Source: an optimization exercise on an open RTL-to-GDS flow (aim: small area). Production flows keep margins and buffers that such runs may drop. The RTL was checked by simulation tests, not by an equivalence proof against the original design.

===== design/flow/config.mk =====
export PLATFORM = sky130hd
export DESIGN_NAME = Top
export DESIGN_NICKNAME = Top
export VERILOG_FILES = /design/flow/design.v
export SDC_FILE = /design/flow/constraint.sdc
export NUM_CORES = 4
export LEC_CHECK = 0
export ABC_AREA = 1
export CAP_MARGIN = 20
export CORE_MARGIN = 2
export CORE_UTILIZATION = 40
export SLEW_MARGIN = 20

===== design/flow/constraint.sdc =====
create_clock -name core_clock -period 40.0 [get_ports {Clk_100MHz}]
set_input_delay 8.0000 -clock core_clock [delete_from_list [all_inputs] [get_ports {Clk_100MHz}]]
set_output_delay 8.0000 -clock core_clock [all_outputs]
set_load 0.01 [all_outputs]

===== design/flow/design.v =====
`timescale 1ns / 1ps
module clock_divider(
    input wire clock_100MHz,             
    input wire rst,                      
    input wire [31:0] div_count_value,   
    output reg clock_divided,            
    output wire clock_tick               
    );
    integer counter_val;      
    always @(posedge clock_100MHz)
    begin
        if (rst) counter_val <= 0;
        else if (counter_val == div_count_value) counter_val <= 0;
        else counter_val <= counter_val + 1;
    end
    always @(posedge clock_100MHz)
    begin
        if (rst) clock_divided <= 1'b1;
        else if (counter_val == div_count_value) clock_divided <= ~clock_divided;
        else clock_divided <= clock_divided;
    end
    assign clock_tick = (counter_val == div_count_value) & ~clock_divided;
endmodule
`timescale 1ns / 1ps
module ALU(
    input [15:0] switches,
    output [15:0] leds,
    output reg [12:0] result
    );
    wire [5:0] X, Y;
    wire [3:0] Opsw;
    reg [2:0] Op;
    assign Y = switches[5:0];
    assign X = switches[11:6];
    assign Opsw = switches[15:12];
    assign leds = switches;
    always @(*)
    begin
        if (Opsw[3]==1) Op=3'b000;       
        else if (Opsw[2]==1) Op=3'b001;  
        else if (Opsw[1]==1) Op=3'b010;  
        else if (Opsw[0]==1) Op=3'b011;  
        else Op=3'b100;                  
        case (Op)
            3'b000: result <= X+Y;
            3'b001: result <= X-Y;
            3'b010: result <= (Y == 0) ? 13'h1FFF : X/Y;  
            3'b011: result <= X*Y;
            3'b100: result <= 0;
            default: result <= 0;
        endcase
    end
endmodule
`timescale 1ns / 1ps
module display_controller(
    input Clk,                   
    input rst,                   
    input en,                    
    input wire [12:0] number,    
    output reg [3:0] Anode,      
    output reg [6:0] LED_o       
    );
    reg [1:0] LED_sel;           
    reg [3:0] LED_BCD;           
    always @(posedge Clk)
    begin
        if (rst) begin
        LED_sel <= 2'b00;
        Anode <= 4'b1111;        
        LED_BCD <= 4'b0000;
        end
        else if (en) begin
        LED_sel <= LED_sel + 2'b01;
        case (LED_sel)
        2'b00:begin
            Anode <= 4'b0111;  
            LED_BCD <= number/1000;  
            end
        2'b01:begin
            Anode <= 4'b1011;  
            LED_BCD <= (number % 1000)/100;  
            end
        2'b10:begin
            Anode <= 4'b1101;  
            LED_BCD <= ((number % 1000)%100)/10;  
            end
        2'b11:begin
            Anode <= 4'b1110;  
            LED_BCD <= ((number % 1000)%100)%10;  
            end
        default:begin
            Anode <= 4'b0111;  
            LED_BCD <= 4'b0000;
            end
        endcase
        end
    end
    always @(*)
    begin
        case(LED_BCD)
        4'b0000: LED_o = 7'b0000001;  
        4'b0001: LED_o = 7'b1001111;  
        4'b0010: LED_o = 7'b0010010;  
        4'b0011: LED_o = 7'b0000110;  
        4'b0100: LED_o = 7'b1001100;  
        4'b0101: LED_o = 7'b0100100;  
        4'b0110: LED_o = 7'b0100000;  
        4'b0111: LED_o = 7'b0001111;  
        4'b1000: LED_o = 7'b0000000;  
        4'b1001: LED_o = 7'b0000100;  
        default: LED_o = 7'b0000001;  
        endcase
    end
endmodule
`timescale 1ns / 1ps
module Top(
    input [15:0] sw,             
    input Clk_100MHz,            
    input rst,                   
    output [15:0] led,           
    output wire [3:0] Anode_A,   
    output wire [6:0] LED_out    
    );
    wire div_Clk;  
    wire div_tick;  
    wire [12:0] results;  
    localparam div_value = 15;  
    clock_divider Cdiv(
    .clock_100MHz(Clk_100MHz), 
    .rst(rst),
    .div_count_value(div_value),
    .clock_divided(div_Clk),
    .clock_tick(div_tick)
    );
    display_controller SDC(
    .Clk(Clk_100MHz), 
    .rst(rst),
    .en(div_tick),
    .number(results), 
    .Anode(Anode_A), 
    .LED_o(LED_out)
    );
    ALU AU(
    .switches(sw), 
    .leds(led),
    .result(results)
    );
endmodule

===== design/flow/run.sh =====
#!/bin/bash
# synth_recipe.tcl (not shown) runs the flow's synth.tcl, then flattens the netlist and writes it again
# the make line also repeats each setting of config.mk as NAME=value (left out here)
make -C /OpenROAD-flow-scripts/flow DESIGN_CONFIG=/design/flow/config.mk WORK_HOME=/design/flow/orfs CLKGATE_MAP_FILE= SYNTH_SCRIPT=/design/flow/synth_recipe.tcl finish

==> results of run 1 <==
sequential cells by signal (all words and copies together) (netlist names):
register / cells
Cdiv.counter_val: 32
LED_out: 7
SDC.LED_sel: 2
SDC.LED_BCD: 4
SDC.Anode: 4
Cdiv.clock_divided: 1
logic make-up (layout without fill, tap and decap cells):
logic type | after synthesis | count (layout) | share of synthesized area
DFF | 50 | 50 | 0.1058
adders and majority gates | 128 | 128 | 0.1843
other | 1 | 6 | 0.0003962
and+or+nand+nor | 753 | 753 | 0.3843
AOI/OAI and AO/OA | 220 | 220 | 0.1446
xor gates and xnor gates | 46 | 46 | 0.04336
buffers and inverters | 320 | 346 | 0.1373
final timing paths:
kind,start,end,slack [ns],cells after the start
setup / recovery,sw[1],LED_out[6],11.99,141
hold / removal,Cdiv.counter_val[0],Cdiv.counter_val[0],0.45,1
setup reg to reg,Cdiv.counter_val[0],Cdiv.counter_val[30],36.12,26
hold reg to reg,Cdiv.counter_val[0],Cdiv.counter_val[0],0.45,1
cell usage in the layout, fill, tap and decap left out, types with 7 or more instances in the layout:
| master | n |
|---|---|
| nand2_1 | 362 |
| inv_1 | 253 |
| nor2_1 | 123 |
| ha_1 | 109 |
| nand3_1 | 90 |
| o21ai_0 | 69 |
| a21oi_1 | 61 |
| dfxtp_1 | 50 |
| clkdlybuf4s50_1 | 44 |
| nand4_1 | 36 |
| nand2_2 | 36 |
| inv_2 | 29 |
| nor3_1 | 24 |
| xnor2_1 | 23 |
| xor2_1 | 22 |
| fa_1 | 19 |
| nand3_2 | 18 |
| o21ai_1 | 13 |
| nand2_4 | 12 |
| o21bai_1 | 12 |
| a21o_1 | 11 |
| nor2_4 | 10 |
| nor4_1 | 10 |
| o21ai_2 | 8 |
| o21a_1 | 8 |
| or2_2 | 7 |
final cells by class:
class / count / area (um2)
Clock buffer: 6 / 128.9
Clock inverter: 2 / 13.76
Fill cell: 2528 / 13030
Inverter: 292 / 1120
Multi-Input combinational cell: 1153 / 7183
Sequential cell: 50 / 1001
Tap cell: 319 / 399.1
Timing Repair Buffer: 46 / 455.4
worst max-delay path: cells and delay by family:
family | cells | cell delay [ns]
compound gates | 38 | 6.37
fa+ha+maj | 13 | 4.00
buf+inv | 23 | 3.11
simple gates | 67 | 6.66
cell usage after synthesis (all sizes together):
| library cell | number | area share |
|---|---|---|
| nor2 | 140 | 0.067 |
| o22ai | 1 | 0.00066 |
| o21bai | 14 | 0.013 |
| clkinv | 7 | 0.0033 |
| o21a | 8 | 0.0063 |
| and2 | 3 | 0.0020 |
| a21o | 12 | 0.0096 |
| and3 | 1 | 0.00066 |
| o31ai | 6 | 0.0053 |
| xnor2 | 24 | 0.023 |
| nand3b | 3 | 0.0024 |
| clkbuf | 9 | 0.0036 |
| buf | 19 | 0.015 |
| ha | 109 | 0.14 |
| dfxtp | 50 | 0.11 |
| a22o | 1 | 0.00093 |
| o211ai | 7 | 0.0066 |
| nand4 | 39 | 0.030 |
| or4 | 1 | 0.00079 |
| nor4 | 10 | 0.0066 |
| nor3b | 2 | 0.0016 |
| or2 | 7 | 0.0046 |
| o2111ai | 2 | 0.0019 |
| conb | 1 | 0.00040 |
| a21oi | 66 | 0.039 |
| inv | 284 | 0.11 |
| a31oi | 7 | 0.0053 |
| bufinv | 1 | 0.0019 |
| nand3 | 111 | 0.072 |
| fa | 19 | 0.040 |
| o21ai | 90 | 0.051 |
| a221oi | 4 | 0.0037 |
| a211oi | 2 | 0.0016 |
| nand2 | 410 | 0.18 |
| xor2 | 22 | 0.020 |
| nor3 | 26 | 0.015 |
per-layer routing:
layer,share of wire,wire (um),GRT usage
met2,0.46,10430,0.3375
met5,0,0,0
met1,0.49,11190,0.2542
met3,0.028,644,0.01369
met4,0.024,541,0.04632
stage by stage:
stage / cells / cell area (um2) / setup slack [ns]
floorplan: 1523 / 9484 / 14.51
finish: 1868 / 10300 / 11.99
detailed placement: 1860 / 10160 / 11.76
global placement: 1860 / 10160 / 12.28
CTS: 1868 / 10300 / 12.00
global route: 1868 / 10300 / 9.182
==> qor.csv, run 1 <==
metric,value,unit
grt ovf,0,
Via density,4.910,
"Arr. time, crit path",28.18,ns
f_max,35.70,MHz
Die ar.,24910,um2
post-layout util,0.4415,
Synth warnings,3,
Critical Path End Type,flip-flop,
drt drc,0,
"slowest stage delay, CP",0.77,ns
GPL Wtd Cong,0.8815,
Post-Syn Instances,1518,
"Seq/Total Area, Yosys",0.1058,
Setup Skew,0.009571,ns
Root Buffer,clkbuf_16,
# setup viols final,0,
Area Growth Syn to Fin,8.830,%
Hold WS,0.4480,ns
Avg Synthesized Cell Area,6.235,um2
Initial Util,0.4057,
number of CTS-inserted buffers,5,
die height,157.8,um
max-slew violations,0,
std cell rows,56,
status,"complete, no violations",
nets@finish,1694,
# IOs,45,
first-pass GRT wire length,39.90,mm
post-synth design cell area,9465,um2
CTS Buffer Depth,2,
CTS Sinks,50,
crit path time final,28.01,ns
Yosys cell types,62,
1st-pass router iterations,5,
initial antenna violation count,0,
Least-Margin Pin Slew,0.9499,ns
port bufs,44,
max_slew headroom,0.3667,
Post-DRT Antenna Nets,0,
vias in the first global route,8759,
"CTS clk-pin slew, worst paths",0.07,ns
max-cap violations,0,
Startpoint Class,input pin,
Tcrit/Tclk final,0.7002,
Hold Path Class,flip-flop to flip-flop,
H-tree depth,2,
# diodes,0,
post_cts resized,0,
hold buffers post-CTS,0,
Core Area,23330,um2
Synth Register Bits,50,
crit-path max FO,14,
postcts setup bufs,0,
CTS tree,yes,
Routed WL per cell,12.21,um
Die Width,157.8,um
WL final,22.81,mm
Crit-path slowest cell,clkdlybuf4s50_1,
post-DP HPWL,18.92,mm
share of cells above drive strength 1,0.1039,
Critical Path Most Common Cell,nand2_1,
RSZ-0062 raised after global routing,no,
Clock Latency Late Sink,0.29,ns
setup_tns,0,ns
critical path data required time,40.17,ns
DRT iter0 DRCs,525,
gr usage total,0.1918,
final hold vios,0,
largest net degree at the start of global routing,18,
worst setup path class,input pin to flip-flop,
Vias,9172,
==> run 2, diff against run 1 <==
==> design/flow/design.v (replaced) <==
`timescale 1ns / 1ps
module Top(
    input  [15:0] sw,
    input         Clk_100MHz,
    input         rst,
    output [15:0] led,
    output [3:0]  Anode_A,
    output [6:0]  LED_out
    );
    assign led = sw;
    wire [5:0] X = sw[11:6];
    wire [5:0] Y = sw[5:0];
    wire op_add = sw[15];
    wire op_sub = ~sw[15] & sw[14];
    wire op_div = ~sw[15] & ~sw[14] & sw[13];
    wire op_mul = ~sw[15] & ~sw[14] & ~sw[13] & sw[12];
    reg  [6:0]  cnt;         
    reg  [12:0] B;           
    reg  [2:0]  Q;           
    reg  [3:0]  D;           
    wire [4:0] c = cnt[4:0];
    wire [1:0] p = cnt[6:5];
    reg ybit;
    always @(*) begin
        case (c[2:0])
            3'd0: ybit = Y[5];
            3'd1: ybit = Y[4];
            3'd2: ybit = Y[3];
            3'd3: ybit = Y[2];
            3'd4: ybit = Y[1];
            default: ybit = Y[0];
        endcase
    end
    wire ld    = (c == 5'd0);
    wire mstep = op_mul & ~c[4] & ~c[3] & (c[2:0] != 3'd0) & (c[2:0] != 3'd6) & (c[2:0] != 3'd7);
    wire dstep = op_div & ~c[4] & ~c[3] & (c[2:0] != 3'd0) & (c[2:0] != 3'd7);
    wire clr   = op_div & (c == 5'd7);
    wire [2:0] jp = {1'b0, c[3:2]} + {1'b0, p};
    wire cv    = c[4] & (jp[2] | (jp[1:0] == 2'b11));
    wire [1:0] lvl = jp[1:0] + 2'd1;
    wire dbz   = (Y == 6'd0);
    reg [12:0] K;
    always @(*) begin
        case ({lvl, c[1:0]})
            4'h0: K = 13'd8000;  4'h1: K = 13'd4000;  4'h2: K = 13'd2000;  4'h3: K = 13'd1000;
            4'h4: K = 13'd800;   4'h5: K = 13'd400;   4'h6: K = 13'd200;   4'h7: K = 13'd100;
            4'h8: K = 13'd80;    4'h9: K = 13'd40;    4'hA: K = 13'd20;    4'hB: K = 13'd10;
            4'hC: K = 13'd8;     4'hD: K = 13'd4;     4'hE: K = 13'd2;     default: K = 13'd1;
        endcase
    end
    wire aX  = ld & (op_add | op_sub | op_div);
    wire aSh = mstep | dstep;
    wire aB  = ~ld & ~aSh;
    wire mb  = (ld | mstep) & op_mul & ybit;
    wire [12:0] Bsh = {B[11:0], 1'b0};
    wire [12:0] A, Bop;
    genvar gi;
    generate for (gi = 0; gi < 13; gi = gi + 1) begin : g_op
        if (gi < 6) begin : g_lo
            assign A[gi] = (aX & X[gi]) | (aSh & Bsh[gi]) | (aB & B[gi]);
            assign Bop[gi] = (ld & op_add & Y[gi]) | (ld & op_sub & ~Y[gi]) | (mb & X[gi])
                           | dstep | (cv & ~K[gi]);
        end else begin : g_hi
            assign A[gi] = (aSh & Bsh[gi]) | (aB & ~clr & B[gi]);
            assign Bop[gi] = (ld & op_sub) | (dstep & ~(gi < 12 ? Y[gi-6] : 1'b0)) | (clr & dbz)
                           | (cv & ~K[gi]);
        end
    end endgenerate
    wire cin = (ld & op_sub) | dstep | cv;
    wire [13:0] cy;
    wire [12:0] sum;
    assign cy[0] = cin;
    generate for (gi = 0; gi < 13; gi = gi + 1) begin : g_add
        assign sum[gi] = A[gi] ^ Bop[gi] ^ cy[gi];
        assign cy[gi+1] = (A[gi] & Bop[gi]) | (cy[gi] & (A[gi] ^ Bop[gi]));
    end endgenerate
    wire cout = cy[13];
    wire keep = (dstep | cv) & ~cout;    
    always @(posedge Clk_100MHz) begin
        if (rst) cnt <= 7'd0;
        else cnt <= cnt + 7'd1;
        B[12:1] <= keep ? A[12:1] : sum[12:1];
        B[0] <= dstep ? cout : (keep ? A[0] : sum[0]);
        Q <= {Q[1:0], cout};
        if (rst) D <= 4'b1111;
        else if (c == 5'd31) D <= {Q, cout};
    end
    wire blank = D[3] & D[2];
    assign Anode_A[3] = blank | (p != 2'd1);
    assign Anode_A[2] = blank | (p != 2'd2);
    assign Anode_A[1] = blank | (p != 2'd3);
    assign Anode_A[0] = blank | (p != 2'd0);
    reg [6:0] seg;
    always @(*) begin
        seg = 7'b0000001;
        if (D == 4'd1) seg = 7'b1001111;
        if (D == 4'd2) seg = 7'b0010010;
        if (D == 4'd3) seg = 7'b0000110;
        if (D == 4'd4) seg = 7'b1001100;
        if (D == 4'd5) seg = 7'b0100100;
        if (D == 4'd6) seg = 7'b0100000;
        if (D == 4'd7) seg = 7'b0001111;
        if (D == 4'd8) seg = 7'b0000000;
        if (D == 4'd9) seg = 7'b0000100;
    end
    assign LED_out = seg;
endmodule
==> qor.csv, run 2 <==
metric,value,unit
status,"complete, no violations",
postcts setup bufs,0,
post-synth top area share,0.2148,
top-count cell post-synth,nand2_1,
Least-Margin Pin Slew,0.5414,ns
Synth top cells by count,"nand2_1 (107), inv_1 (47), nand3_1 (38), nor2_1 (30), dfxtp_1 (27)",
Area Growth Syn to Fin,16.16,%
Synth Register Bits,27,
drt drc,0,
ys flop type,dfxtp_1,
max_slew headroom,0.6383,
# IOs,45,
gr usage total,0.1772,
f_max,58.04,MHz
Crit-path slowest cell,clkdlybuf4s50_1,
Clock Latency Late Sink,0.28,ns
post-DP HPWL,4.531,mm
post_cts resized,0,
Yosys cell types,33,
"area leader, netlist",dfxtp_1,
CTS Sinks,27,
RR Endpoint,B[7],
Die Width,83.31,um
max-cap violations,0,
ordered cell list for the critical path,clkdlybuf4s50_1 > clkdlybuf4s50_1,
worst hold start,Q[0],
Crit path buffers/inverters,2,
Post-DRT Antenna Nets,0,
critical path data required time,32.00,ns
crit-path max FO,6,
initial antenna violation count,0,
first-pass GRT wire length,10.38,mm
"CTS clk-pin slew, worst paths",0.11,ns
Placed Area,2874,um2
Post-Place Worst Slack,22.77,ns
Tcrit/Tclk final,0.4308,
# diodes,0,
cell family with most CP delay,buffers and inverters,
Critical Path Most Common Cell,clkdlybuf4s50_1,
Hold WS,0.3531,ns
Routed WL per cell,12.26,um
CTS Buffer Depth,2,
Post-synth EDFFs,0,
setup_tns,0,ns
Synth warnings,1,
Vias,2347,
worst reg-to-reg path cell count,28,
number of CTS-inserted buffers,3,
GPL Wtd Cong,0.8564,
Reg-to-Reg Start,cnt[1],
worst reg-to-reg setup slack,32.50,ns
# setup viols final,0,
WL final,5.858,mm
H-tree depth,1,
Post-Syn Instances,380,
register area,540.5,um2
post-synth design cell area,2516,um2
largest reg by FF count,B,
vias in the first global route,2247,
area occupied by multi-input gates,1612,um2
DRT iter0 DRCs,105,
RSZ-0062 raised after global routing,no,
"Arr. time, crit path",9.23,ns
std cell rows,28,
"slowest stage delay, CP",0.63,ns
Setup Skew,0.006181,ns
"Seq/Total Area, Yosys",0.2148,
largest net degree at the start of global routing,27,
final hold vios,0,
hold depth,0,
crit path time final,17.23,ns
1st-pass router iterations,4,
design area,2923,um2
flip-flop count of the largest register after layout,13,
Die ar.,6941,um2
grt ovf,0,
Hold EP,Q[1],
die height,83.31,um
fin worst setup slack,22.77,ns
post-layout util,0.4879,
port bufs,44,
nets@finish,447,
Root Buffer,clkbuf_8,
hold buffers post-CTS,0,
Core Area,5991,um2
dominant cells by area after synthesis,"dfxtp_1 (21%), nand2_1 (16%), fa_1 (11%)",
Filler cells,637,
max-slew violations,0,
worst setup path class,input pin to output pin,
most frequent cells in the layout,"nand2_1 (107), inv_1 (47), clkdlybuf4s50_1 (44), nand3_1 (38), nor2_1 (30)",
Via density,4.910,
share of cells above drive strength 1,0.07444,
CTS tree,yes,
Avg Synthesized Cell Area,6.621,um2
Hold Path Class,flip-flop to flip-flop,
"most common cell after layout, fill and taps aside",nand2_1,
Initial Util,0.4200,
Startpoint Class,input pin,
Critical Path End Type,output pin,
asr flop ratio synth,0,
## run 2: cell type report
cell class | count | area share
clock buffer | 3 | 0.01413
tap | 75 | 0.03211
sequential | 27 | 0.1849
inverter | 50 | 0.06421
clock inverter | 1 | 0.002568
multi-input combinational | 278 | 0.5514
timing repair buffer | 44 | 0.1507
## run 2: routing by layer
layer  share of wire  vias to the layer above  global-route usage
li1                -                     1231                   -
met1            0.50                     1061              0.2528
met2            0.45                       45              0.2801
met3           0.027                       10             0.02386
met4           0.018                        0             0.04918
met5               0                        -                   0
## run 2: through the flow
stage               cells
finish                478
global route          478
CTS                   478
detailed placement    474
global placement      474
floorplan             380
## run 2: worst max path at each step
stage | end | slack (ns) | depth (start not counted) | start
floorplan | led[0] | 23.88 | 1 | sw[0]
global placement | led[2] | 22.77 | 2 | sw[2]
detailed placement | led[2] | 22.77 | 2 | sw[2]
CTS | led[1] | 22.77 | 2 | sw[1]
global route | led[1] | 22.76 | 2 | sw[1]
finish | led[1] | 22.77 | 2 | sw[1]
## run 2: kinds of logic after synthesis
group,share of synthesized area
DFF,0.2148
buffers and inverters,0.1447
adders and majority gates,0.1661
and+or+nand+nor,0.3645
AOI/OAI and AO/OA,0.1099
==> run 3, diff against run 2 <==
==> design/flow/flow/run.sh (new file) <==
#!/bin/bash
set -euo pipefail
W=$(pwd)
export MY_ABC_SCRIPT=$W/flow/area.abc
export BUFFER_PORTS_ARGS="-buffer_cell sky130_fd_sc_hd__buf_1"
sed "s#\(SYNTH_SCRIPT=\)'\?[^ ']*synth_recipe\.tcl'\?#\1$W/flow/synth.tcl#" standard.sh > own_standard.sh
grep -q "SYNTH_SCRIPT=$W/flow/synth.tcl" own_standard.sh
bash own_standard.sh synth > synth.log 2>&1
bash own_standard.sh floorplan > floorplan.log 2>&1
bash own_standard.sh place > place.log 2>&1
bash own_standard.sh cts > cts.log 2>&1
bash own_standard.sh route > route.log 2>&1
bash own_standard.sh finish > finish.log 2>&1
==> design/flow/flow/area.abc (new file) <==
strash
&get -n
&dch
&nf -R 1000
&put
topo
==> design/flow/flow/synth.tcl (new file) <==
# Synthesis as synth_recipe.tcl, with an area-oriented ABC script in place of ORFS's.
proc synth {args} { yosys synth -nofsm -noshare {*}$args }
proc abc {args} {
  set i [lsearch -exact $args -script]
  if { $i >= 0 && [info exists ::env(MY_ABC_SCRIPT)] } {
    lset args [expr {$i + 1}] $::env(MY_ABC_SCRIPT)
  }
  puts "abc override: $args"
  yosys abc {*}$args
}
source $::env(SCRIPTS_DIR)/synth.tcl
# left out here: clear keep_hierarchy, flatten, clean up, hide names made inside functions, write 1_2_yosys.v
==> design/flow/standard.sh (new file) <==
#!/bin/bash
# synth_recipe.tcl (not shown) runs the flow's synth.tcl, then flattens the netlist and writes it again
# the make line also repeats each setting of config.mk as NAME=value (left out here)
make -C /OpenROAD-flow-scripts/flow DESIGN_CONFIG=/design/flow/config.mk WORK_HOME=/design/flow/orfs CLKGATE_MAP_FILE= SYNTH_SCRIPT=/design/flow/synth_recipe.tcl "${@:-finish}"
--- a/design/flow/config.mk
+++ b/design/flow/config.mk
@@ -9,4 +9,5 @@
 export CAP_MARGIN = 20
 export CORE_MARGIN = 2
 export CORE_UTILIZATION = 40
+export CTS_BUF_LIST = sky130_fd_sc_hd__clkbuf_8
 export SLEW_MARGIN = 20
removed: design/flow/run.sh
==> qor.csv, run 3 <==
metric,value,unit
largest net degree at the start of global routing,18,
first-pass GRT wire length,8.500,mm
status,"complete, no violations",
port bufs,44,
initial antenna violation count,0,
most frequent cells in the layout,"buf_1 (44), dfxtp_1 (27), nor2_1 (25), a21oi_1 (22), nand2_1 (16)",
max-slew violations,0,
Crit-path slowest cell,buf_1,
ordered cell list for the critical path,buf_1 > buf_1,
Yosys cell types,36,
critical path data required time,32.00,ns
postcts setup bufs,0,
crit path time final,16.44,ns
Area Growth Syn to Fin,9.470,%
Vias,1838,
Setup Skew,0.008407,ns
# diodes,0,
Post-Syn Instances,243,
CTS Sinks,27,
DRT iter0 DRCs,73,
RSZ-0062 raised after global routing,no,
post_cts resized,0,
CTS Buffer Depth,2,
ys flop type,dfxtp_1,
fin cells,348,
nets@finish,322,
"CTS clk-pin slew, worst paths",0.09,ns
max-cap violations,0,
Routed WL per cell,13.63,um
Synth top cells by count,"dfxtp_1 (27), nor2_1 (25), a21oi_1 (22), buf_4 (16), nand2_1 (16)",
post-synth design cell area,2127,um2
Tcrit/Tclk final,0.4110,
Via density,5.282,
crit-path max FO,6,
grt ovf,0,
die height,76.92,um
"slowest stage delay, CP",0.23,ns
Crit path buffers/inverters,2,
placed cells,344,
dominant cells by area after synthesis,"dfxtp_1 (25%), fa_1 (13%), ha_1 (6.5%)",
Synth Register Bits,27,
post-synth top area share,0.2541,
std cell rows,26,
top-count cell post-synth,dfxtp_1,
share of cells above drive strength 1,0.02518,
max_slew headroom,0.5584,
final hold vios,0,
Die Width,76.92,um
Post-DRT Antenna Nets,0,
post-DP HPWL,3.767,mm
GPL Wtd Cong,0.8461,
1st-pass router iterations,4,
Die ar.,5917,um2
setup_tns,0,ns
"most common cell after layout, fill and taps aside",buf_1,
Least-Margin Pin Slew,0.6573,ns
Hold Path Class,flip-flop to flip-flop,
Critical Path Most Common Cell,buf_1,
WL final,4.743,mm
largest reg by FF count,B,
Post-synth EDFFs,0,
CTS tree,yes,
"area leader, netlist",dfxtp_1,
worst reg-to-reg setup slack,31.45,ns
# IOs,45,
# setup viols final,0,
Filler cells,541,
post-layout util,0.4559,
worst setup path class,input pin to output pin,
Initial Util,0.4165,
Avg Synthesized Cell Area,8.753,um2
gr usage total,0.1730,
Clock Latency Late Sink,0.27,ns
f_max,60.83,MHz
"Arr. time, crit path",8.44,ns
Critical Path End Type,output pin,
hold buffers post-CTS,0,
"Seq/Total Area, Yosys",0.2541,
Startpoint Class,input pin,
number of CTS-inserted buffers,3,
Root Buffer,clkbuf_8,
Synth warnings,1,
asr flop ratio synth,0,
cell family with most CP delay,buffers and inverters,
flip-flop count of the largest register after layout,13,
vias in the first global route,1782,
drt drc,0,
H-tree depth,1,
Core Area,5107,um2
## run 3: changes by cell type after synthesis, moves of 5 or more
cell | previous run | this run
a21oi_1 | 9 | 22
a22oi_1 | 0 | 7
and3_1 | 0 | 5
clkinv_1 | 1 | 12
inv_1 | 47 | 0
mux2i_1 | 0 | 12
nand2_1 | 107 | 16
nand3_1 | 38 | 6
nor2_1 | 30 | 25
nor2b_1 | 0 | 5
o21ai_0 | 25 | 8
or2_2 | 11 | 0
## run 3: final cells by class
type,count,area (um2),share of cell area
timing repair buffer,47,187.7,0.08060
sequential,27,540.5,0.2321
clock buffer,3,41.29,0.01773
clock inverter,1,5.005,0.002149
multi-input combinational,188,1421,0.6104
tap,70,87.58,0.03761
inverter,12,45.04,0.01934
## run 3: cell families (layout without fill, tap and decap cells)
kind of cell,count (synthesis),in the layout,share of synthesized area
AND/OR/NAND/NOR,75,75,0.1682
multiplexers,16,16,0.07765
AO/OA/AOI/OAI,70,70,0.2176
flip-flops,27,27,0.2541
XOR/XNOR,2,2,0.008237
adder cells (fa/ha/maj),25,25,0.1965
buffers and inverters,28,63,0.07765
## run 3: stage by stage
stage | hold slack [ns] | worst slack, ns | instance area (um2)
6_report | 0.3543 | 23.56 | 2328
5_1_grt | 0.3682 | 23.53 | 2328
3_5_place_dp | 0.3388 | 23.55 | 2282
2_1_floorplan | 0.3311 | 23.88 | 2127
3_3_place_gp | 0.3389 | 23.56 | 2282
4_1_cts | 0.3561 | 23.55 | 2328
## run 3: worst paths after layout
kind	from	end	depth (start not counted)
max	sw[4]	led[4]	2
min	Q[1]	Q[2]	0
max reg2reg	cnt[0]	B[0]	27
min reg2reg	Q[1]	Q[2]	0
## run 3: layer usage
layer / routed length, um / part of all wire / GRT usage
met5: 0 / 0 / 0
met4: 15 / 0.0032 / 0.02182
met3: 190 / 0.040 / 0.02706
met2: 2243 / 0.47 / 0.2965
met1: 2293 / 0.48 / 0.2359
==> run 4, diff against run 3 <==
--- a/design/flow/design.v
+++ b/design/flow/design.v
@@ -20,15 +20,15 @@
     reg  [3:0]  D;           
     wire [4:0] c = cnt[4:0];
     wire [1:0] p = cnt[6:5];
-    reg ybit;
+    reg xbit;
     always @(*) begin
         case (c[2:0])
-            3'd0: ybit = Y[5];
-            3'd1: ybit = Y[4];
-            3'd2: ybit = Y[3];
-            3'd3: ybit = Y[2];
-            3'd4: ybit = Y[1];
-            default: ybit = Y[0];
+            3'd0: xbit = X[5];
+            3'd1: xbit = X[4];
+            3'd2: xbit = X[3];
+            3'd3: xbit = X[2];
+            3'd4: xbit = X[1];
+            default: xbit = X[0];
         endcase
     end
     wire ld    = (c == 5'd0);
@@ -51,22 +51,22 @@
     wire aX  = ld & (op_add | op_sub | op_div);
     wire aSh = mstep | dstep;
     wire aB  = ~ld & ~aSh;
-    wire mb  = (ld | mstep) & op_mul & ybit;
+    wire eY  = ld & (op_add | op_sub) | (ld | mstep) & op_mul & xbit;
+    wire inv = ld & op_sub;
     wire [12:0] Bsh = {B[11:0], 1'b0};
     wire [12:0] A, Bop;
     genvar gi;
     generate for (gi = 0; gi < 13; gi = gi + 1) begin : g_op
         if (gi < 6) begin : g_lo
             assign A[gi] = (aX & X[gi]) | (aSh & Bsh[gi]) | (aB & B[gi]);
-            assign Bop[gi] = (ld & op_add & Y[gi]) | (ld & op_sub & ~Y[gi]) | (mb & X[gi])
-                           | dstep | (cv & ~K[gi]);
+            assign Bop[gi] = ((eY & Y[gi]) ^ inv) | dstep | (cv & ~K[gi]);
         end else begin : g_hi
             assign A[gi] = (aSh & Bsh[gi]) | (aB & ~clr & B[gi]);
-            assign Bop[gi] = (ld & op_sub) | (dstep & ~(gi < 12 ? Y[gi-6] : 1'b0)) | (clr & dbz)
+            assign Bop[gi] = inv | (dstep & ~(gi < 12 ? Y[gi-6] : 1'b0)) | (clr & dbz)
                            | (cv & ~K[gi]);
         end
     end endgenerate
-    wire cin = (ld & op_sub) | dstep | cv;
+    wire cin = inv | dstep | cv;
     wire [13:0] cy;
     wire [12:0] sum;
     assign cy[0] = cin;
--- a/design/flow/flow/run.sh
+++ b/design/flow/flow/run.sh
@@ -1,7 +1,12 @@
 #!/bin/bash
+# Own layout flow: the standard layout (standard.sh) with these changes:
+#  - synthesis runs synth_recipe.tcl's steps, but extracts full adders only and maps with
+#    several area-oriented ABC scripts (flow/abc_*.abc), keeping the smallest result
+#    (flow/synth.tcl); registers, their names and cells are unchanged;
+#  - port buffers are sky130_fd_sc_hd__buf_1 instead of ORFS's default choice;
 set -euo pipefail
 W=$(pwd)
-export MY_ABC_SCRIPT=$W/flow/area.abc
+export MY_ABC_SCRIPTS="$(ls $W/flow/abc_*.abc | tr '\n' ' ')"
 export BUFFER_PORTS_ARGS="-buffer_cell sky130_fd_sc_hd__buf_1"
 sed "s#\(SYNTH_SCRIPT=\)'\?[^ ']*synth_recipe\.tcl'\?#\1$W/flow/synth.tcl#" standard.sh > own_standard.sh
 grep -q "SYNTH_SCRIPT=$W/flow/synth.tcl" own_standard.sh
==> design/flow/flow/abc_amap.abc (new file) <==
strash
dch
amap
topo
==> design/flow/flow/abc_amap_f.abc (new file) <==
strash
dch -f
amap
topo
==> design/flow/flow/abc_c2rs_amap.abc (new file) <==
strash
balance -l; resub -K 6 -l; rewrite -l; resub -K 6 -N 2 -l; refactor -l; resub -K 8 -l; balance -l; resub -K 8 -N 2 -l; rewrite -l; resub -K 10 -l; rewrite -z -l; resub -K 10 -N 2 -l; balance -l; resub -K 12 -l; refactor -z -l; resub -K 12 -N 2 -l; rewrite -z -l; balance -l
dch
amap
topo
==> design/flow/flow/abc_c2rs_nf.abc (new file) <==
strash
balance -l; resub -K 6 -l; rewrite -l; resub -K 6 -N 2 -l; refactor -l; resub -K 8 -l; balance -l; resub -K 8 -N 2 -l; rewrite -l; resub -K 10 -l; rewrite -z -l; resub -K 10 -N 2 -l; balance -l; resub -K 12 -l; refactor -z -l; resub -K 12 -N 2 -l; rewrite -z -l; balance -l
&get -n
&dch
&nf -R 1000
&put
topo
==> design/flow/flow/abc_dc2_map.abc (new file) <==
strash
dc2
dch
map -a
topo
==> design/flow/flow/abc_fr_amap.abc (new file) <==
strash
ifraig
dc2
dch -f
amap
topo
==> design/flow/flow/abc_map_a.abc (new file) <==
strash
dch
map -a
topo
==> design/flow/flow/abc_nf.abc (new file) <==
strash
&get -n
&dch
&nf -R 1000
&put
topo
==> design/flow/flow/abc_nf_f.abc (new file) <==
strash
&get -n
&dch -f
&nf -R 1000
&put
topo
==> design/flow/flow/abc_resyn_amap.abc (new file) <==
strash
balance; rewrite; refactor; balance; rewrite; rewrite -z; balance; refactor -z; rewrite -z; balance
dch
amap
topo
==> design/flow/flow/abc_resyn_nf.abc (new file) <==
strash
balance; rewrite; refactor; balance; rewrite; rewrite -z; balance; refactor -z; rewrite -z; balance
&get -n
&dch
&nf -R 1000
&put
topo
==> design/flow/flow/abc_synch_amap.abc (new file) <==
strash
&get -n
&synch2
&put
dch
amap
topo
==> design/flow/flow/synth.tcl (replaced) <==
proc synth {args} { yosys synth -nofsm -noshare {*}$args }
proc extract_fa {args} { yosys extract_fa -fa }
proc abc {args} {
  set i [lsearch -exact $args -script]
  set j [lsearch -exact $args -liberty]
  if { $i < 0 || ![info exists ::env(MY_ABC_SCRIPTS)] } {
    yosys abc {*}$args
    return
  }
  set lib [lindex $args [expr {$j + 1}]]
  yosys design -save my_pre_abc
  set best ""
  set best_area 1e30
  foreach script $::env(MY_ABC_SCRIPTS) {
    yosys design -load my_pre_abc
    lset args [expr {$i + 1}] $script
    yosys abc {*}$args
    set st [tee -q -s result.string stat -liberty $lib]
    if { [regexp {Chip area for module[^:]*:\s*([0-9.]+)} $st -> area] } {
      puts "abc script $script: area $area"
      if { $area < $best_area } { set best_area $area; set best $script }
    }
  }
  yosys design -load my_pre_abc
  lset args [expr {$i + 1}] $best
  puts "abc script chosen: $best (area $best_area)"
  yosys abc {*}$args
}
source $::env(SCRIPTS_DIR)/synth.tcl
# left out here: clear keep_hierarchy, flatten, clean up, hide names made inside functions, write 1_2_yosys.v
removed: design/flow/flow/area.abc
==> qor.csv, run 4 <==
metric,value,unit
status,"complete, no violations",
Via density,5.570,
Critical Path End Type,output pin,
most frequent cells in the layout,"buf_1 (44), nor2_1 (36), clkinv_1 (33), dfxtp_1 (27), fa_1 (14)",
Synth top cells by count,"nor2_1 (36), clkinv_1 (33), dfxtp_1 (27), buf_4 (16), fa_1 (14)",
f_max,61.08,MHz
Tcrit/Tclk final,0.4093,
grt ovf,0,
Initial Util,0.4125,
hold depth,0,
WL final,4.962,mm
Post-DRT Antenna Nets,0,
initial antenna violation count,0,
1st-pass router iterations,5,
"Arr. time, crit path",8.37,ns
"Seq/Total Area, Yosys",0.2775,
worst setup path class,input pin to output pin,
Critical Path Most Common Cell,buf_1,
"area leader, netlist",dfxtp_1,
Hold WS,0.3548,ns
vias in the first global route,1695,
Startpoint Class,input pin,
met1 global-route usage,0.3082,
gr usage total,0.1968,
dominant cells by area after synthesis,"dfxtp_1 (28%), fa_1 (14%), nor2_1 (6.9%)",
"slowest stage delay, CP",0.19,ns
# IOs,45,
# diodes,0,
max-cap violations,0,
met3 Track Usage GR,0.02195,
DRT iter0 DRCs,161,
# setup viols final,0,
CTS tree,yes,
hold buffers post-CTS,0,
postcts setup bufs,0,
cell family with most CP delay,buffers and inverters,
fin worst setup slack,23.63,ns
Vias,1916,
Avg Synthesized Cell Area,8.017,um2
asr flop ratio synth,0,
post-synth design cell area,1948,um2
"most common cell after layout, fill and taps aside",buf_1,
final hold vios,0,
CTS Sinks,27,
Synth warnings,1,
Setup Skew,0.008302,ns
post-synth top area share,0.2775,
Post-synth EDFFs,0,
crit path time final,16.37,ns
top-count cell post-synth,nor2_1,
Root Buffer,clkbuf_8,
Post-Syn Instances,243,
RSZ-0062 raised after global routing,no,
port bufs,44,
Routed WL per cell,14.42,um
std cell rows,25,
die height,73.79,um
largest net degree at the start of global routing,16,
Die Width,73.79,um
Clock Latency Late Sink,0.28,ns
GR Util met2,0.2817,
Synth Register Bits,27,
crit-path max FO,3,
max_slew headroom,0.1881,
share of cells above drive strength 1,0.02527,
H-tree depth,1,
Yosys cell types,31,
largest reg by FF count,B,
post-DP HPWL,4.025,mm
ys flop type,dfxtp_1,
CTS Buffer Depth,2,
GPL Wtd Cong,0.9318,
drt drc,0,
flip-flop count of the largest register after layout,13,
Post-Place Worst Slack,23.64,ns
number of CTS-inserted buffers,3,
GRT Max-Usage Layer,met1,
critical path depth,2,
worst reg-to-reg path cell count,32,
Crit path buffers/inverters,2,
max-slew violations,0,
ordered cell list for the critical path,buf_1 > buf_1,
Core Area,4723,um2
Die ar.,5444,um2
"CTS clk-pin slew, worst paths",0.10,ns
Hold Path Class,flip-flop to flip-flop,
Crit-path slowest cell,buf_1,
first-pass GRT wire length,8.224,mm
Least-Margin Pin Slew,1.187,ns
post_cts resized,0,
Area Growth Syn to Fin,10.15,%
setup_tns,0,ns
critical path data required time,32.00,ns
nets@finish,310,
[run 4: changes by cell type after synthesis, moves of 5 or more]
cell,previous run,this run
or2_0,0,7
a21oi_1,22,12
mux2i_1,12,0
nor2_1,25,36
ha_1,11,0
o21ai_0,8,13
nor2b_1,5,0
o22ai_1,7,13
and3_1,5,0
clkinv_1,12,33
nand2_1,16,10
a211oi_1,2,9
[run 4: final cells by class]
cell class / count / area, um2
well taps: 67 / 83.83
repair buffers: 46 / 180.2
clock inverters: 1 / 5.005
inverters: 33 / 123.9
multi-input cells: 167 / 1171
clock buffers: 3 / 41.29
flip-flops and latches: 27 / 540.5
fillers: 488 / 2577
[run 4: path summary, 6_finish.rpt]
| kind | endpoint | slack [ns] | from |
|---|---|---|---|
| max | led[6] | 23.63 | sw[6] |
| min reg2reg | Q[1] | 0.35 | Q[0] |
| min | Q[1] | 0.35 | Q[0] |
| max reg2reg | B[0] | 30.77 | cnt[1] |
[run 4: cell families (layout without fill, tap and decap cells)]
kind of cell	Yosys count	count (layout)	share of synthesized area
AO/OA/AOI/OAI	82	82	0.2922
AND/OR/NAND/NOR	71	71	0.1612
buffers and inverters	49	83	0.1252
flip-flops	27	27	0.2775
adder cells (fa/ha/maj)	14	14	0.1439
[run 4: through the flow]
stage	cell area, um2	std cells	utilization
after CTS	2146	344	0.4543
after floorplan	1948	243	-
after global routing	2146	344	0.4543
after global placement	2100	340	0.4445
after detailed placement	2100	340	0.4445
final	2146	344	0.4543
[run 4: per-layer routing]
metal / share of wire / wire, um
met1: 0.51 / 2537
met2: 0.41 / 2055
met3: 0.066 / 327
met4: 0.0083 / 41
met5: 0 / 0
==> run 5, diff against run 4 <==
--- a/design/flow/design.v
+++ b/design/flow/design.v
@@ -82,7 +82,7 @@
         B[12:1] <= keep ? A[12:1] : sum[12:1];
         B[0] <= dstep ? cout : (keep ? A[0] : sum[0]);
         Q <= {Q[1:0], cout};
-        if (rst) D <= 4'b1111;
+        if (rst) D <= 4'b1100;
         else if (c == 5'd31) D <= {Q, cout};
     end
     wire blank = D[3] & D[2];
@@ -92,7 +92,8 @@
     assign Anode_A[0] = blank | (p != 2'd0);
     reg [6:0] seg;
     always @(*) begin
-        seg = 7'b0000001;
+        seg = 7'b0001111;
+        if (D == 4'd0) seg = 7'b0000001;
         if (D == 4'd1) seg = 7'b1001111;
         if (D == 4'd2) seg = 7'b0010010;
         if (D == 4'd3) seg = 7'b0000110;
@@ -102,6 +103,11 @@
         if (D == 4'd7) seg = 7'b0001111;
         if (D == 4'd8) seg = 7'b0000000;
         if (D == 4'd9) seg = 7'b0000100;
+        if (D == 4'd10) seg = 7'b0010000;
+        if (D == 4'd11) seg = 7'b0000110;
+        if (D == 4'd12) seg = 7'b0000001;
+        if (D == 4'd13) seg = 7'b0100101;
+        if (D == 4'd14) seg = 7'b0100001;
     end
     assign LED_out = seg;
 endmodule
--- a/design/flow/flow/run.sh
+++ b/design/flow/flow/run.sh
@@ -4,9 +4,14 @@
 #    several area-oriented ABC scripts (flow/abc_*.abc), keeping the smallest result
 #    (flow/synth.tcl); registers, their names and cells are unchanged;
 #  - port buffers are sky130_fd_sc_hd__buf_1 instead of ORFS's default choice;
+#  - clock tree of clkbuf_8 only, without dummy loads (CTS_ARGS);
+#  - timing-driven placement does not keep its repair buffers (GPL_KEEP_OVERFLOW=0).
+# Each step's output goes to its own log in the work folder.
 set -euo pipefail
 W=$(pwd)
 export MY_ABC_SCRIPTS="$(ls $W/flow/abc_*.abc | tr '\n' ' ')"
+export CTS_ARGS="-sink_clustering_enable -repair_clock_nets -buf_list sky130_fd_sc_hd__clkbuf_8 -dont_use_dummy_load"
+export GPL_KEEP_OVERFLOW=0
 export BUFFER_PORTS_ARGS="-buffer_cell sky130_fd_sc_hd__buf_1"
 sed "s#\(SYNTH_SCRIPT=\)'\?[^ ']*synth_recipe\.tcl'\?#\1$W/flow/synth.tcl#" standard.sh > own_standard.sh
 grep -q "SYNTH_SCRIPT=$W/flow/synth.tcl" own_standard.sh
==> qor.csv, run 5 <==
metric,value,unit
RR Endpoint,B[0],
Avg Synthesized Cell Area,7.894,um2
Via density,5.721,
Die ar.,5428,um2
most frequent cells in the layout,"nor2_1 (45), buf_1 (44), clkinv_1 (33), dfxtp_1 (27), o22ai_1 (15)",
nets@finish,313,
Root Buffer,clkbuf_8,
max-slew violations,0,
Setup Skew,0.003989,ns
port bufs,44,
Yosys cell types,27,
Synth Register Bits,27,
worst reg-to-reg path cell count,29,
Tcrit/Tclk final,0.4093,
largest reg by FF count,B,
post_cts resized,0,
grt ovf,0,
ordered cell list for the critical path,buf_1 > buf_1,
RSZ-0062 raised after global routing,no,
Critical Path End Type,output pin,
# diodes,0,
Routed WL per cell,15.16,um
Crit-path slowest cell,buf_1,
Synth warnings,1,
drt drc,0,
number of CTS-inserted buffers,3,
max_slew headroom,0.3942,
Clock Latency Late Sink,0.28,ns
fin cells,333,
Synth top cells by count,"nor2_1 (45), clkinv_1 (33), dfxtp_1 (27), buf_4 (16), o22ai_1 (15)",
Filler cells,488,
CTS Sinks,27,
hold buffers post-CTS,0,
die height,73.68,um
CTS Buffer Depth,2,
"slowest stage delay, CP",0.19,ns
Critical Path Most Common Cell,buf_1,
status,"complete, no violations",
asr flop ratio synth,0,
post-DP HPWL,4.025,mm
placed cells,330,
CTS tree,yes,
Initial Util,0.4139,
1st-pass router iterations,4,
initial antenna violation count,0,
Post-Syn Instances,246,
WL final,5.049,mm
crit-path max FO,3,
crit path time final,16.37,ns
share of cells above drive strength 1,0.02151,
"CTS clk-pin slew, worst paths",0.10,ns
# setup viols final,0,
critical path data required time,32.00,ns
Core Area,4692,um2
Least-Margin Pin Slew,0.8991,ns
Hold Path Class,flip-flop to flip-flop,
worst setup path class,input pin to output pin,
gr usage total,0.1994,
Post-DRT Antenna Nets,0,
Hold EP,Q[2],
setup_tns,0,ns
# IOs,45,
Reg-to-Reg Start,cnt[1],
largest net degree at the start of global routing,16,
DRT iter0 DRCs,184,
post-synth design cell area,1942,um2
top-count cell post-synth,nor2_1,
post-synth top area share,0.2784,
"Seq/Total Area, Yosys",0.2784,
max-cap violations,0,
cell family with most CP delay,buffers and inverters,
Post-synth EDFFs,0,
postcts setup bufs,0,
worst reg-to-reg setup slack,31.02,ns
dominant cells by area after synthesis,"dfxtp_1 (28%), fa_1 (14%), nor2_1 (8.7%)",
"area leader, netlist",dfxtp_1,
"Arr. time, crit path",8.37,ns
vias in the first global route,1737,
H-tree depth,1,
first-pass GRT wire length,8.376,mm
std cell rows,25,
Die Width,73.68,um
Crit path buffers/inverters,2,
worst hold start,Q[1],
Hold WS,0.3699,ns
f_max,61.08,MHz
"most common cell after layout, fill and taps aside",nor2_1,
flip-flop count of the largest register after layout,13,
Area Growth Syn to Fin,8.956,%
ys flop type,dfxtp_1,
Startpoint Class,input pin,
Vias,1905,
GPL Wtd Cong,0.8916,
hold depth,0,
final hold vios,0,
run 5: changes by cell type in the layout (fill, tap and decap cells not counted), moves of 3 or more:
cell       previous run  this run
nor4_1                4         1
nor2_1               36        45
or2_0                 7         3
a21oi_1              12         7
a2111oi_0             3         6
run 5: layout make-up:
cell class,count,area (um2),share of cell area
multi-input cells,170,1162,0.5494
clock buffers,3,41.29,0.01952
well taps,54,67.56,0.03193
repair buffers,46,180.2,0.08516
inverters,33,123.9,0.05855
flip-flops and latches,27,540.5,0.2555
run 5: how the worst max path moves through the flow:
| stage | from | endpoint | slack, ns | cells after the start |
|---|---|---|---|---|
| 2_1_floorplan | sw[0] | led[0] | 23.88 | 1 |
| 3_3_place_gp | sw[15] | B[0] | 22.19 | 24 |
| 3_5_place_dp | sw[9] | led[9] | 23.62 | 2 |
| 4_1_cts | sw[9] | led[9] | 23.62 | 2 |
| 5_1_grt | sw[15] | B[0] | 23.44 | 30 |
| 6_report | sw[9] | led[9] | 23.63 | 2 |
run 5: kinds of logic (layout without fill, tap and decap cells):
| group | after synthesis | in the layout | share of synthesized area |
|---|---|---|---|
| adders and majority gates | 14 | 14 | 0.1443 |
| and+or+nand+nor | 79 | 79 | 0.1727 |
| DFF | 27 | 27 | 0.2784 |
| buffers and inverters | 49 | 82 | 0.1256 |
| AOI/OAI and AO/OA | 77 | 77 | 0.2790 |
run 5: through the flow:
step | area (um2) | setup WS, ns | util
CTS | 2116 | 23.62 | 0.4509
floorplan | 1942 | 23.88 | -
global route | 2116 | 23.44 | 0.4509
finish | 2116 | 23.63 | 0.4509
global placement | 2054 | 22.19 | 0.4379
detailed placement | 2074 | 23.62 | 0.4421
run 5: per-layer routing:
layer  up-vias  wire length [um]  track usage
met2        73              2204       0.3046
met3         5               275      0.01235
met5         -                 0            0
met1       871              2505       0.3007
li1        956                 -            -
met4         0                64      0.06061
==> run 6, diff against run 5 <==
--- a/design/flow/design.v
+++ b/design/flow/design.v
@@ -16,7 +16,7 @@
     wire op_mul = ~sw[15] & ~sw[14] & ~sw[13] & sw[12];
     reg  [6:0]  cnt;         
     reg  [12:0] B;           
-    reg  [2:0]  Q;           
+    reg         Q8;          
     reg  [3:0]  D;           
     wire [4:0] c = cnt[4:0];
     wire [1:0] p = cnt[6:5];
@@ -39,17 +39,18 @@
     wire cv    = c[4] & (jp[2] | (jp[1:0] == 2'b11));
     wire [1:0] lvl = jp[1:0] + 2'd1;
     wire dbz   = (Y == 6'd0);
-    reg [12:0] K;
+    reg [6:0] Kh;
     always @(*) begin
-        case ({lvl, c[1:0]})
-            4'h0: K = 13'd8000;  4'h1: K = 13'd4000;  4'h2: K = 13'd2000;  4'h3: K = 13'd1000;
-            4'h4: K = 13'd800;   4'h5: K = 13'd400;   4'h6: K = 13'd200;   4'h7: K = 13'd100;
-            4'h8: K = 13'd80;    4'h9: K = 13'd40;    4'hA: K = 13'd20;    4'hB: K = 13'd10;
-            4'hC: K = 13'd8;     4'hD: K = 13'd4;     4'hE: K = 13'd2;     default: K = 13'd1;
+        case (lvl)
+            2'd0: Kh = 7'b1111101;
+            2'd1: Kh = 7'b1100100;
+            2'd2: Kh = 7'b1010000;
+            default: Kh = 7'b1000000;
         endcase
     end
+    wire csh = cv & (c[1:0] != 2'd0);    
     wire aX  = ld & (op_add | op_sub | op_div);
-    wire aSh = mstep | dstep;
+    wire aSh = mstep | dstep | csh;
     wire aB  = ~ld & ~aSh;
     wire eY  = ld & (op_add | op_sub) | (ld | mstep) & op_mul & xbit;
     wire inv = ld & op_sub;
@@ -59,11 +60,11 @@
     generate for (gi = 0; gi < 13; gi = gi + 1) begin : g_op
         if (gi < 6) begin : g_lo
             assign A[gi] = (aX & X[gi]) | (aSh & Bsh[gi]) | (aB & B[gi]);
-            assign Bop[gi] = ((eY & Y[gi]) ^ inv) | dstep | (cv & ~K[gi]);
+            assign Bop[gi] = ((eY & Y[gi]) ^ inv) | dstep | cv;
         end else begin : g_hi
             assign A[gi] = (aSh & Bsh[gi]) | (aB & ~clr & B[gi]);
             assign Bop[gi] = inv | (dstep & ~(gi < 12 ? Y[gi-6] : 1'b0)) | (clr & dbz)
-                           | (cv & ~K[gi]);
+                           | (cv & ~Kh[gi-6]);
         end
     end endgenerate
     wire cin = inv | dstep | cv;
@@ -74,16 +75,16 @@
         assign sum[gi] = A[gi] ^ Bop[gi] ^ cy[gi];
         assign cy[gi+1] = (A[gi] & Bop[gi]) | (cy[gi] & (A[gi] ^ Bop[gi]));
     end endgenerate
-    wire cout = cy[13];
+    wire cout = cy[13] | (aSh & B[12]);    
     wire keep = (dstep | cv) & ~cout;    
     always @(posedge Clk_100MHz) begin
         if (rst) cnt <= 7'd0;
         else cnt <= cnt + 7'd1;
         B[12:1] <= keep ? A[12:1] : sum[12:1];
-        B[0] <= dstep ? cout : (keep ? A[0] : sum[0]);
-        Q <= {Q[1:0], cout};
+        B[0] <= (dstep | csh) ? cout : (keep ? A[0] : sum[0]);
+        if (c[1:0] == 2'd0) Q8 <= cout;
         if (rst) D <= 4'b1100;
-        else if (c == 5'd31) D <= {Q, cout};
+        else if (c == 5'd31) D <= {Q8, B[1:0], cout};
     end
     wire blank = D[3] & D[2];
     assign Anode_A[3] = blank | (p != 2'd1);
==> qor.csv, run 6 <==
metric,value,unit
Hold Path Class,flip-flop to flip-flop,
register area,510.5,um2
most frequent cells in the layout,"nor2_1 (44), buf_1 (44), clkinv_1 (28), dfxtp_1 (24), fa_1 (14)",
Die Width,70.70,um
critical path depth,2,
Clock Latency Late Sink,0.27,ns
"CTS clk-pin slew, worst paths",0.09,ns
Least-Margin Pin Slew,0.9731,ns
Root Buffer,clkbuf_8,
Reg-to-Reg Start,cnt[2],
ys flop type,dfxtp_1,
DRT iter0 DRCs,115,
CTS tree,yes,
1st-pass router iterations,4,
flip-flop count of the largest register after layout,13,
post_cts resized,0,
WL final,4.195,mm
worst reg-to-reg setup slack,31.47,ns
Yosys cell types,28,
gr usage total,0.1779,
final hold vios,0,
CTS Buffer Depth,2,
die height,70.70,um
crit-path max FO,4,
std cell rows,24,
Vias,1653,
nets@finish,286,
crit path from,sw[15],
post-synth top area share,0.2700,
Startpoint Class,input pin,
f_max,61.23,MHz
Post-DRT Antenna Nets,0,
vias in the first global route,1532,
status,"complete, no violations",
cell family with most CP delay,buffers and inverters,
Die ar.,4998,um2
critical path data required time,32.00,ns
# diodes,0,
share of cells above drive strength 1,0.01587,
Tcrit/Tclk final,0.4083,
fin cells,304,
Synth top cells by count,"nor2_1 (44), clkinv_1 (28), dfxtp_1 (24), buf_4 (16), fa_1 (14)",
RSZ-0062 raised after global routing,no,
max_slew headroom,0.3463,
crit path time final,16.33,ns
end point of the critical path,led[15],
Placed Area,1894,um2
first-pass GRT wire length,7.272,mm
post-synth design cell area,1779,um2
hold buffers post-CTS,0,
postcts setup bufs,0,
Area Growth Syn to Fin,8.791,%
setup_tns,0,ns
Via density,5.438,
RR Endpoint,B[3],
H-tree depth,1,
worst setup path class,input pin to output pin,
asr flop ratio synth,0,
dominant cells by area after synthesis,"dfxtp_1 (27%), fa_1 (16%), nor2_1 (9.3%)",
max-slew violations,0,
Critical Path End Type,output pin,
post-DP HPWL,3.339,mm
Core Area,4324,um2
"slowest stage delay, CP",0.17,ns
design area,1936,um2
Filler cells,468,
# setup viols final,0,
Crit path buffers/inverters,2,
grt ovf,0,
number of CTS-inserted buffers,3,
worst reg-to-reg path cell count,30,
port bufs,44,
Routed WL per cell,13.80,um
CTS Sinks,25,
Crit-path slowest cell,buf_1,
GPL Wtd Cong,0.7803,
max-cap violations,0,
Setup Skew,0.006634,ns
Synth Register Bits,25,
placed cells,301,
Post-Syn Instances,221,
Avg Synthesized Cell Area,8.051,um2
drt drc,0,
Initial Util,0.4115,
Synth warnings,1,
post-layout util,0.4476,
area occupied by multi-input gates,1049,um2
"Seq/Total Area, Yosys",0.2869,
largest net degree at the start of global routing,15,
"Arr. time, crit path",8.33,ns
Critical Path Most Common Cell,buf_1,
ordered cell list for the critical path,buf_1 > buf_1,
initial antenna violation count,0,
top-count cell post-synth,nor2_1,
largest reg by FF count,B,
Post-synth EDFFs,1,
# IOs,45,
"area leader, netlist",dfxtp_1,
run 6: cell types whose count changed after synthesis, moves of 5 or more:
cell	before	now
clkinv_1	33	28
a211oi_1	11	6
nand3_1	6	1
or3_1	1	6
a2111oi_0	6	0
o21ai_0	14	9
run 6: layer usage:
metal / share of wire / track usage
met5: 0 / 0
met4: 0.0064 / 0.03145
met3: 0.041 / 0.02279
met2: 0.45 / 0.2773
met1: 0.50 / 0.2676
run 6: cell type report:
class                           count  share of cell area
Clock buffer                        3             0.02133
Inverter                           28             0.05430
Multi-Input combinational cell    152              0.5417
Sequential cell                    25              0.2637
Tap cell                           52             0.03361
Timing Repair Buffer               44             0.08533
run 6: how the worst min path moves through the flow:
stage                 from      to  slack (ns)  cells after the start
detailed placement  cnt[0]  cnt[0]        0.47                      1
floorplan               Q8    D[3]        0.43                      2
global placement    cnt[0]  cnt[0]        0.46                      1
CTS                 cnt[0]  cnt[0]        0.49                      1
global route            Q8    D[3]        0.52                      2
finish              cnt[0]  cnt[0]        0.49                      1
run 6: metrics by stage:
stage / worst slack, ns / hold WS, ns
final: 23.67 / 0.4897
after global routing: 23.64 / 0.5233
after global placement: 23.68 / 0.4583
after CTS: 23.67 / 0.4856
after floorplan: 23.88 / 0.4251
after detailed placement: 23.67 / 0.4651
run 6: cells by family (layout without fill, tap and decap cells):
logic type | count (synthesis) | in the layout | synth area share
flip-flops | 25 | 25 | 0.2869
AND/OR/NAND/NOR | 74 | 74 | 0.1807
adder cells (fa/ha/maj) | 14 | 14 | 0.1575
AO/OA/AOI/OAI | 64 | 64 | 0.2483
buffers and inverters | 44 | 75 | 0.1266
==> run 7, diff against run 6 <==
--- a/design/flow/design.v
+++ b/design/flow/design.v
@@ -20,24 +20,13 @@
     reg  [3:0]  D;           
     wire [4:0] c = cnt[4:0];
     wire [1:0] p = cnt[6:5];
-    reg xbit;
-    always @(*) begin
-        case (c[2:0])
-            3'd0: xbit = X[5];
-            3'd1: xbit = X[4];
-            3'd2: xbit = X[3];
-            3'd3: xbit = X[2];
-            3'd4: xbit = X[1];
-            default: xbit = X[0];
-        endcase
-    end
     wire ld    = (c == 5'd0);
-    wire mstep = op_mul & ~c[4] & ~c[3] & (c[2:0] != 3'd0) & (c[2:0] != 3'd6) & (c[2:0] != 3'd7);
+    wire mstep = op_mul & ~c[4] & (c[3:0] != 4'd0) & (c[3:0] != 4'd14) & (c[3:0] != 4'd15);
     wire dstep = op_div & ~c[4] & ~c[3] & (c[2:0] != 3'd0) & (c[2:0] != 3'd7);
     wire clr   = op_div & (c == 5'd7);
-    wire [2:0] jp = {1'b0, c[3:2]} + {1'b0, p};
-    wire cv    = c[4] & (jp[2] | (jp[1:0] == 2'b11));
-    wire [1:0] lvl = jp[1:0] + 2'd1;
+    wire cv    = c[4] & (c[3] & c[2] | c[3] & p[0] | c[2] & p[1] | p[1] & p[0]
+                         | (c[3] | c[2]) & (p[1] | p[0]) & (c[3] | p[1]));
+    wire [1:0] lvl = {c[3] ^ p[1] ^ (c[2] | p[0]), ~(c[2] ^ p[0])};
     wire dbz   = (Y == 6'd0);
     reg [6:0] Kh;
     always @(*) begin
@@ -49,10 +38,10 @@
         endcase
     end
     wire csh = cv & (c[1:0] != 2'd0);    
-    wire aX  = ld & (op_add | op_sub | op_div);
+    wire aX  = ld & (op_add | op_sub | op_div | op_mul);
     wire aSh = mstep | dstep | csh;
     wire aB  = ~ld & ~aSh;
-    wire eY  = ld & (op_add | op_sub) | (ld | mstep) & op_mul & xbit;
+    wire eY  = ld & (op_add | op_sub) | mstep & B[12];
     wire inv = ld & op_sub;
     wire [12:0] Bsh = {B[11:0], 1'b0};
     wire [12:0] A, Bop;
==> qor.csv, run 7 <==
metric,value,unit
GRT Max-Usage Layer,met2,
WL final,3.912,mm
worst reg-to-reg path cell count,34,
nets@finish,268,
Synth top cells by count,"nor2_1 (32), clkinv_1 (26), dfxtp_1 (24), buf_4 (16)",
drt drc,0,
postcts setup bufs,0,
RR Endpoint,B[0],
most frequent cells in the layout,"buf_1 (44), nor2_1 (32), clkinv_1 (26), dfxtp_1 (24)",
worst reg-to-reg setup slack,30.96,ns
setup_tns,0,ns
# setup viols final,0,
"slowest stage delay, CP",0.19,ns
Hold EP,D[3],
largest family of logic cells by synthesized area,compound AO/OA/AOI/OAI gates,
Vias,1575,
Post-synth EDFFs,1,
max-slew violations,0,
# IOs,45,
Root Buffer,clkbuf_8,
Routed WL per cell,13.73,um
vias in the first global route,1452,
Synth Area in Adders,0.1529,
hold buffers post-CTS,0,
Least-Margin Pin Slew,1.054,ns
Die ar.,4792,um2
Core Area,4058,um2
"CTS clk-pin slew, worst paths",0.10,ns
grt ovf,0,
Crit-path slowest cell,buf_1,
std cell rows,23,
Startpoint Class,input pin,
status,"complete, no violations",
Yosys cell types,31,
Crit path buffers/inverters,2,
GR Util met2,0.2778,
Hold Path Class,flip-flop to flip-flop,
met1 global-route usage,0.2438,
Critical Path Most Common Cell,buf_1,
post_cts resized,0,
port bufs,44,
post-synthesis xor/xnor area fraction,0,
Post-Synth Simple-Gate Area,0.1647,
die height,69.23,um
f_max,61.20,MHz
post-synth design cell area,1702,um2
ys flop type,dfxtp_1,
RSZ-0062 raised after global routing,no,
initial antenna violation count,0,
flip-flop count of the largest register after layout,13,
Setup Skew,0.01860,ns
largest net degree at the start of global routing,16,
worst setup path class,input pin to output pin,
post-DP HPWL,3.071,mm
Die Width,69.23,um
met3 Track Usage GR,0.01744,
Avg Synthesized Cell Area,8.341,um2
H-tree depth,1,
asr flop ratio synth,0,
Via density,5.526,
"Arr. time, crit path",8.34,ns
post-synth top area share,0.2824,
crit path time final,16.34,ns
top-count cell post-synth,nor2_1,
Initial Util,0.4194,
cell family with most CP delay,buffers and inverters,
hold depth,1,
Synth Register Bits,25,
Synth Area in Compound Gates,0.2544,
first-pass GRT wire length,6.748,mm
Area Growth Syn to Fin,8.750,%
share of cells above drive strength 1,0.01277,
Post-DRT Antenna Nets,0,
# diodes,0,
Synth warnings,1,
Tcrit/Tclk final,0.4085,
Hold WS,0.4695,ns
largest reg by FF count,B,
max-cap violations,0,
"Seq/Total Area, Yosys",0.3000,
Clock Latency Late Sink,0.28,ns
CTS tree,yes,
"area leader, netlist",dfxtp_1,
worst hold start,Q8,
Post-Syn Instances,204,
"most common cell after layout, fill and taps aside",buf_1,
ordered cell list for the critical path,buf_1 > buf_1,
dominant cells by area after synthesis,"dfxtp_1 (28%), fa_1 (15%), buf_4 (7.1%)",
Reg-to-Reg Start,cnt[0],
multiplexer area fraction after synthesis,0,
Filler cells,434,
CTS Sinks,25,
CTS Buffer Depth,2,
number of CTS-inserted buffers,3,
final hold vios,0,
Critical Path End Type,output pin,
max_slew headroom,0.2950,
critical path data required time,32.00,ns
GPL Wtd Cong,0.8330,
gr usage total,0.1740,
1st-pass router iterations,4,
DRT iter0 DRCs,147,
crit-path max FO,4,
-- run 7: cell count changes in the layout (fill, tap and decap cells not counted), sizes merged, moves of 3 or more --
cell	change
nor2	-12
o21ai	-5
nor3	-5
a211oi	+4
a21oi	-3
nand2	+5
-- run 7: cell families (layout without fill, tap and decap cells) --
kind of cell / count (synthesis) / in the layout
buffers and inverters: 42 / 73
and+or+nand+nor: 64 / 64
AOI/OAI and AO/OA: 60 / 60
adders and majority gates: 13 / 13
DFF: 25 / 25
-- run 7: layout make-up --
cell class / count / area, um2 / area share
Multi-Input combinational cell: 137 / 973.4 / 0.5260
Sequential cell: 25 / 510.5 / 0.2759
Timing Repair Buffer: 44 / 165.2 / 0.08925
Inverter: 26 / 97.59 / 0.05274
Tap cell: 50 / 62.56 / 0.03381
Clock buffer: 3 / 41.29 / 0.02231
-- run 7: worst max path at each step --
| stage | start | to | slack, ns | depth (start not counted) |
|---|---|---|---|---|
| 2_1_floorplan | sw[0] | led[0] | 23.88 | 1 |
| 3_3_place_gp | sw[14] | B[0] | 23.62 | 32 |
| 3_5_place_dp | sw[14] | B[0] | 23.57 | 32 |
| 4_1_cts | sw[13] | led[13] | 23.66 | 2 |
| 5_1_grt | sw[14] | B[0] | 22.82 | 32 |
| 6_report | sw[13] | led[13] | 23.66 | 2 |
-- run 7: metrics by stage --
stage,worst slack [ns],area [um2],std cells,utilization
global route,22.82,1851,285,0.4561
CTS,23.66,1851,285,0.4561
global placement,23.62,1809,282,0.4459
finish,23.66,1851,285,0.4561
floorplan,23.88,1702,204,-
detailed placement,23.57,1809,282,0.4459
-- run 7: metal layers --
layer  up-vias  part of all wire
met5         -                 0
met4         0             0.016
met3         5             0.058
met2        54              0.46
met1       723              0.47
li1        793                 -

-- static timing again, ports no longer ideal --
Ports are ideal in the flow. The routed layouts listed here were re-timed in OpenROAD. Step 1 sets driving cells, clkbuf_16 on the clock port and buf_2 on the other inputs (assumed; they add their load-dependent delay and slew). Step 2 moves the port delays by t, midway between the first and last clock arrival at a register: inputs arrive t later, outputs are due t later. That takes back most of the time a late clock gives input paths. Three values: ideal, step 1, step 2; two values: the first two.
run	t (ns)	setup slack, ns	latest minus earliest clock arrival (ns)
run 1	0.320	11.992 / 12.004 / 11.684	0.010 / 0.010
run 2	0.305	22.769 / 22.747 / 22.747	0.006 / 0.007
run 3	0.293	23.562 / 23.540 / 23.540	0.009 / 0.008
run 4	0.299	23.629 / 23.606 / 23.606	0.008 / 0.008
run 5	0.305	23.627 / 23.603 / 23.603	0.004 / 0.004
run 6	0.294	23.667 / 23.643 / 23.643	0.006 / 0.006
run 7	0.300	23.661 / 23.629 / 23.455	0.019 / 0.019
After both steps every run listed still meets setup and hold. The setup slack of run 1, which loses most, moves by +0.012 ns with the drivers and by -0.308 ns with both steps.
